Background: an optimization exercise with open tools, aiming at small area. Do not read the settings as production practice. In this exercise RTL edits were held to simulation tests only and were not proved equivalent to the original.

Setup of run A:
==> module line_buffer, before the edit <==
module line_buffer #(
    parameter DATA_WIDTH = 16,
    parameter IMG_WIDTH  = 64,
    parameter RING       = 8
)(
    input  wire                  clk,
    input  wire                  shift,
    input  wire                  rotate,
    input  wire [DATA_WIDTH-1:0] ring_in,
    output wire [DATA_WIDTH-1:0] w00, w01, w02,
    output wire [DATA_WIDTH-1:0] w10, w11, w12,
    output wire [DATA_WIDTH-1:0] w20, w21, w22
);
    localparam DEPTH = 2*IMG_WIDTH + 2;
    reg [DATA_WIDTH-1:0] sr [0:DEPTH-1];
    reg [DATA_WIDTH-1:0] last;     
    function integer ring_first(input integer k);
        ring_first = (k / RING) * RING;
    endfunction
    function integer ring_last(input integer k);
        ring_last = ((k / RING) * RING + RING - 1 < DEPTH - 1) ?
                    (k / RING) * RING + RING - 1 : DEPTH - 1;
    endfunction
    integer k;
    always @(posedge clk) begin
        for (k = 0; k < DEPTH; k = k + 1) begin
            if (k == ring_first(k)) begin
                sr[k] <= ({DATA_WIDTH{shift}}  & ((k == 0) ? ring_in : sr[k-1]))
                       | ({DATA_WIDTH{rotate}} & sr[ring_last(k)]);
            end else begin
                sr[k] <= sr[k-1];
            end
        end
        last <= sr[DEPTH-1];
    end
    assign w22 = sr[0];
    assign w21 = sr[1];
    assign w20 = sr[2];
    assign w12 = sr[IMG_WIDTH];
    assign w11 = sr[IMG_WIDTH+1];
    assign w10 = sr[IMG_WIDTH+2];
    assign w02 = sr[2*IMG_WIDTH];
    assign w01 = sr[2*IMG_WIDTH+1];
    assign w00 = last;
endmodule
==> module sliding_window, before the edit <==
module sliding_window #(
    parameter DATA_WIDTH = 16,
    parameter IMG_WIDTH  = 64,
    parameter RING       = 8
)(
    input  wire                  clk,
    input  wire                  rst_n,
    input  wire [DATA_WIDTH-1:0] pixel_in,
    input  wire                  valid_in,
    output wire                  shift,
    output wire                  rotate,
    output reg  [DATA_WIDTH-1:0] ring_in,
    output reg                   valid_out
);
    localparam DLY   = RING - 1;
    localparam FIRST = 2*IMG_WIDTH + 2;       
    localparam RW    = $clog2(RING);
    reg [DATA_WIDTH-1:0] dly [0:DLY-1];
    reg [DLY-1:0]        pend;
    reg [RW-1:0]         rot;
    reg [RW-1:0]         rot_b;                
    reg [7:0]            cnt;                  
    wire                 full = (cnt == FIRST);
    reg          any_pend;
    reg [DLY-1:0] take;                        
    integer j;
    always @(*) begin
        any_pend = 1'b0;
        take     = {DLY{1'b0}};
        ring_in  = pixel_in;
        for (j = 0; j < DLY; j = j + 1)
            if (pend[j]) begin
                any_pend = 1'b1;
                take     = {DLY{1'b0}};
                take[j]  = 1'b1;
                ring_in  = dly[j];
            end
    end
    wire   avail  = any_pend || valid_in;
    assign shift  = (rot == 0) && avail;
    assign rotate = (rot_b != 0) || !avail;   
    wire   take_in = shift && !any_pend;       
    always @(posedge clk) begin
        dly[0] <= pixel_in;
        for (j = 1; j < DLY; j = j + 1)
            dly[j] <= dly[j-1];
    end
    always @(posedge clk or negedge rst_n) begin
        if (!rst_n) begin
            pend      <= 0;
            rot       <= 0;
            rot_b     <= 0;
            cnt       <= 0;
            valid_out <= 0;
        end else begin
            pend[0] <= valid_in && !take_in;
            for (j = 1; j < DLY; j = j + 1)
                pend[j] <= pend[j-1] && !(shift && take[j-1]);
            if (!shift)
                rot <= rot + 1'b1;
            if (rotate)
                rot_b <= rot_b + 1'b1;
            if (shift && !full)
                cnt <= cnt + 1'b1;
            valid_out <= shift && full;
        end
    end
endmodule
==> module conv_window, before the edit <==
module conv_window #(
    parameter DATA_WIDTH = 16,
    parameter IMG_WIDTH  = 64
)(
    input  wire                  clk,
    input  wire                  rst_n,
    input  wire [DATA_WIDTH-1:0] pixel_in,
    input  wire                  valid_in,
    output wire [DATA_WIDTH-1:0] w00, w01, w02,
    output wire [DATA_WIDTH-1:0] w10, w11, w12,
    output wire [DATA_WIDTH-1:0] w20, w21, w22,
    output wire                  valid_out
);
    localparam RING = 8;
    wire                  shift, rotate;
    wire [DATA_WIDTH-1:0] ring_in;
    sliding_window #(
        .DATA_WIDTH(DATA_WIDTH),
        .IMG_WIDTH (IMG_WIDTH),
        .RING      (RING)
    ) u_sw (
        .clk      (clk),
        .rst_n    (rst_n),
        .pixel_in (pixel_in),
        .valid_in (valid_in),
        .shift    (shift),
        .rotate   (rotate),
        .ring_in  (ring_in),
        .valid_out(valid_out)
    );
    line_buffer #(
        .DATA_WIDTH(DATA_WIDTH),
        .IMG_WIDTH (IMG_WIDTH),
        .RING      (RING)
    ) u_lb (
        .clk      (clk),
        .shift    (shift),
        .rotate   (rotate),
        .ring_in  (ring_in),
        .w00(w00), .w01(w01), .w02(w02),
        .w10(w10), .w11(w11), .w12(w12),
        .w20(w20), .w21(w21), .w22(w22)
    );
endmodule
clock: 7.0 ns
lec_check: 0
cap_margin: 30
core_margin: 2
core_utilization: 70
slew_margin: 30
standard.sh (not shown) runs the stock make flow with config.mk's settings and CLKGATE_MAP_FILE= SYNTH_SCRIPT=/design/flow/synth_recipe.tcl, a recipe that flattens the netlist after the stock synthesis.
==> flow/flow/run.sh <==
#!/bin/bash
# Standard layout, with two changes: port buffers use the smallest buffer,
# and clock tree synthesis gets explicit clustering and no dummy loads.
set -euo pipefail
export BUFFER_PORTS_ARGS="-buffer_cell sky130_fd_sc_hd__buf_1"
export CTS_ARGS="-sink_clustering_enable -repair_clock_nets -sink_clustering_size 12 -sink_clustering_max_diameter 35 -buf_list sky130_fd_sc_hd__clkbuf_4 -dont_use_dummy_load"

bash standard.sh finish > standard.log 2>&1
### run A -> run F
--- a/flow/design.v
+++ b/flow/design.v
@@ -5,9 +5,8 @@
     parameter RING       = 8
 )(
     input  wire                  clk,
     input  wire                  shift,
-    input  wire                  rotate,
     input  wire [DATA_WIDTH-1:0] ring_in,
     output wire [DATA_WIDTH-1:0] w00, w01, w02,
     output wire [DATA_WIDTH-1:0] w10, w11, w12,
     output wire [DATA_WIDTH-1:0] w20, w21, w22
@@ -25,10 +24,12 @@
     integer k;
     always @(posedge clk) begin
         for (k = 0; k < DEPTH; k = k + 1) begin
             if (k == ring_first(k)) begin
-                sr[k] <= ({DATA_WIDTH{shift}}  & ((k == 0) ? ring_in : sr[k-1]))
-                       | ({DATA_WIDTH{rotate}} & sr[ring_last(k)]);
+                if (shift)
+                    sr[k] <= (k == 0) ? ring_in : sr[k-1];
+                else
+                    sr[k] <= sr[ring_last(k)];
             end else begin
                 sr[k] <= sr[k-1];
             end
         end
@@ -54,9 +55,8 @@
     input  wire                  rst_n,
     input  wire [DATA_WIDTH-1:0] pixel_in,
     input  wire                  valid_in,
     output wire                  shift,
-    output wire                  rotate,
     output reg  [DATA_WIDTH-1:0] ring_in,
     output reg                   valid_out
 );
     localparam DLY   = RING - 1;
@@ -64,9 +64,8 @@
     localparam RW    = $clog2(RING);
     reg [DATA_WIDTH-1:0] dly [0:DLY-1];
     reg [DLY-1:0]        pend;
     reg [RW-1:0]         rot;
-    reg [RW-1:0]         rot_b;                
     reg [7:0]            cnt;                  
     wire                 full = (cnt == FIRST);
     reg          any_pend;
     reg [DLY-1:0] take;                        
@@ -82,11 +81,9 @@
                 take[j]  = 1'b1;
                 ring_in  = dly[j];
             end
     end
-    wire   avail  = any_pend || valid_in;
-    assign shift  = (rot == 0) && avail;
-    assign rotate = (rot_b != 0) || !avail;   
+    assign shift = (rot == 0) && (any_pend || valid_in);
     wire   take_in = shift && !any_pend;       
     always @(posedge clk) begin
         dly[0] <= pixel_in;
         for (j = 1; j < DLY; j = j + 1)
@@ -95,19 +92,16 @@
     always @(posedge clk or negedge rst_n) begin
         if (!rst_n) begin
             pend      <= 0;
             rot       <= 0;
-            rot_b     <= 0;
             cnt       <= 0;
             valid_out <= 0;
         end else begin
             pend[0] <= valid_in && !take_in;
             for (j = 1; j < DLY; j = j + 1)
                 pend[j] <= pend[j-1] && !(shift && take[j-1]);
             if (!shift)
                 rot <= rot + 1'b1;
-            if (rotate)
-                rot_b <= rot_b + 1'b1;
             if (shift && !full)
                 cnt <= cnt + 1'b1;
             valid_out <= shift && full;
         end
@@ -127,9 +121,9 @@
     output wire [DATA_WIDTH-1:0] w20, w21, w22,
     output wire                  valid_out
 );
     localparam RING = 8;
-    wire                  shift, rotate;
+    wire                  shift;
     wire [DATA_WIDTH-1:0] ring_in;
     sliding_window #(
         .DATA_WIDTH(DATA_WIDTH),
         .IMG_WIDTH (IMG_WIDTH),
@@ -139,9 +133,8 @@
         .rst_n    (rst_n),
         .pixel_in (pixel_in),
         .valid_in (valid_in),
         .shift    (shift),
-        .rotate   (rotate),
         .ring_in  (ring_in),
         .valid_out(valid_out)
     );
     line_buffer #(
@@ -150,9 +143,8 @@
         .RING      (RING)
     ) u_lb (
         .clk      (clk),
         .shift    (shift),
-        .rotate   (rotate),
         .ring_in  (ring_in),
         .w00(w00), .w01(w01), .w02(w02),
         .w10(w10), .w11(w11), .w12(w12),
         .w20(w20), .w21(w21), .w22(w22)
[summary]
- NOTE floorplan core area run A->run F increased slightly
- Count of non-CTS buffers in the layout ended up 1 lower on run F than on run A.
- Run F: post-synthesis to final-layout area growth higher than run A
- Delta (run F minus run A): synthesized cell count +490; wire length +3.5%; number of nets in the finished design higher.

static timing again, ports no longer ideal:
The results above use ideal ports. As a check the final layouts listed here were re-extracted and re-timed, cells and wires unchanged. Step 1: set_driving_cell puts a clkbuf_16 on clk and a buf_2 on each other input, an assumption about the parent block. Step 2 times the ports against the registers' clock, not the clock port: input delays grow and output delays shrink by t, the midpoint of the rising clock arrivals with the driver on. Slacks: ideal ports / drivers / drivers and shift; pairs: ideal ports / drivers.
| run | t, ns | slack for setup (ns) | hold slack, ns | latest minus earliest clock arrival (ns) | worst data-port slew with drivers (ns) |
|---|---|---|---|---|---|
| run A | 1.022 | 3.804 / 3.804 / 3.361 | 0.281 / 0.281 / 0.281 | 0.121 / 0.121 | 0.04 |
| run F | 1.073 | 3.770 / 3.770 / 3.539 | 0.253 / 0.253 / 0.253 | 0.120 / 0.120 | 0.05 |
After both steps setup and hold are still met in every run listed. The setup slack of run A, which loses most, moves by 0.000 ns with the drivers and by -0.443 ns with both steps.
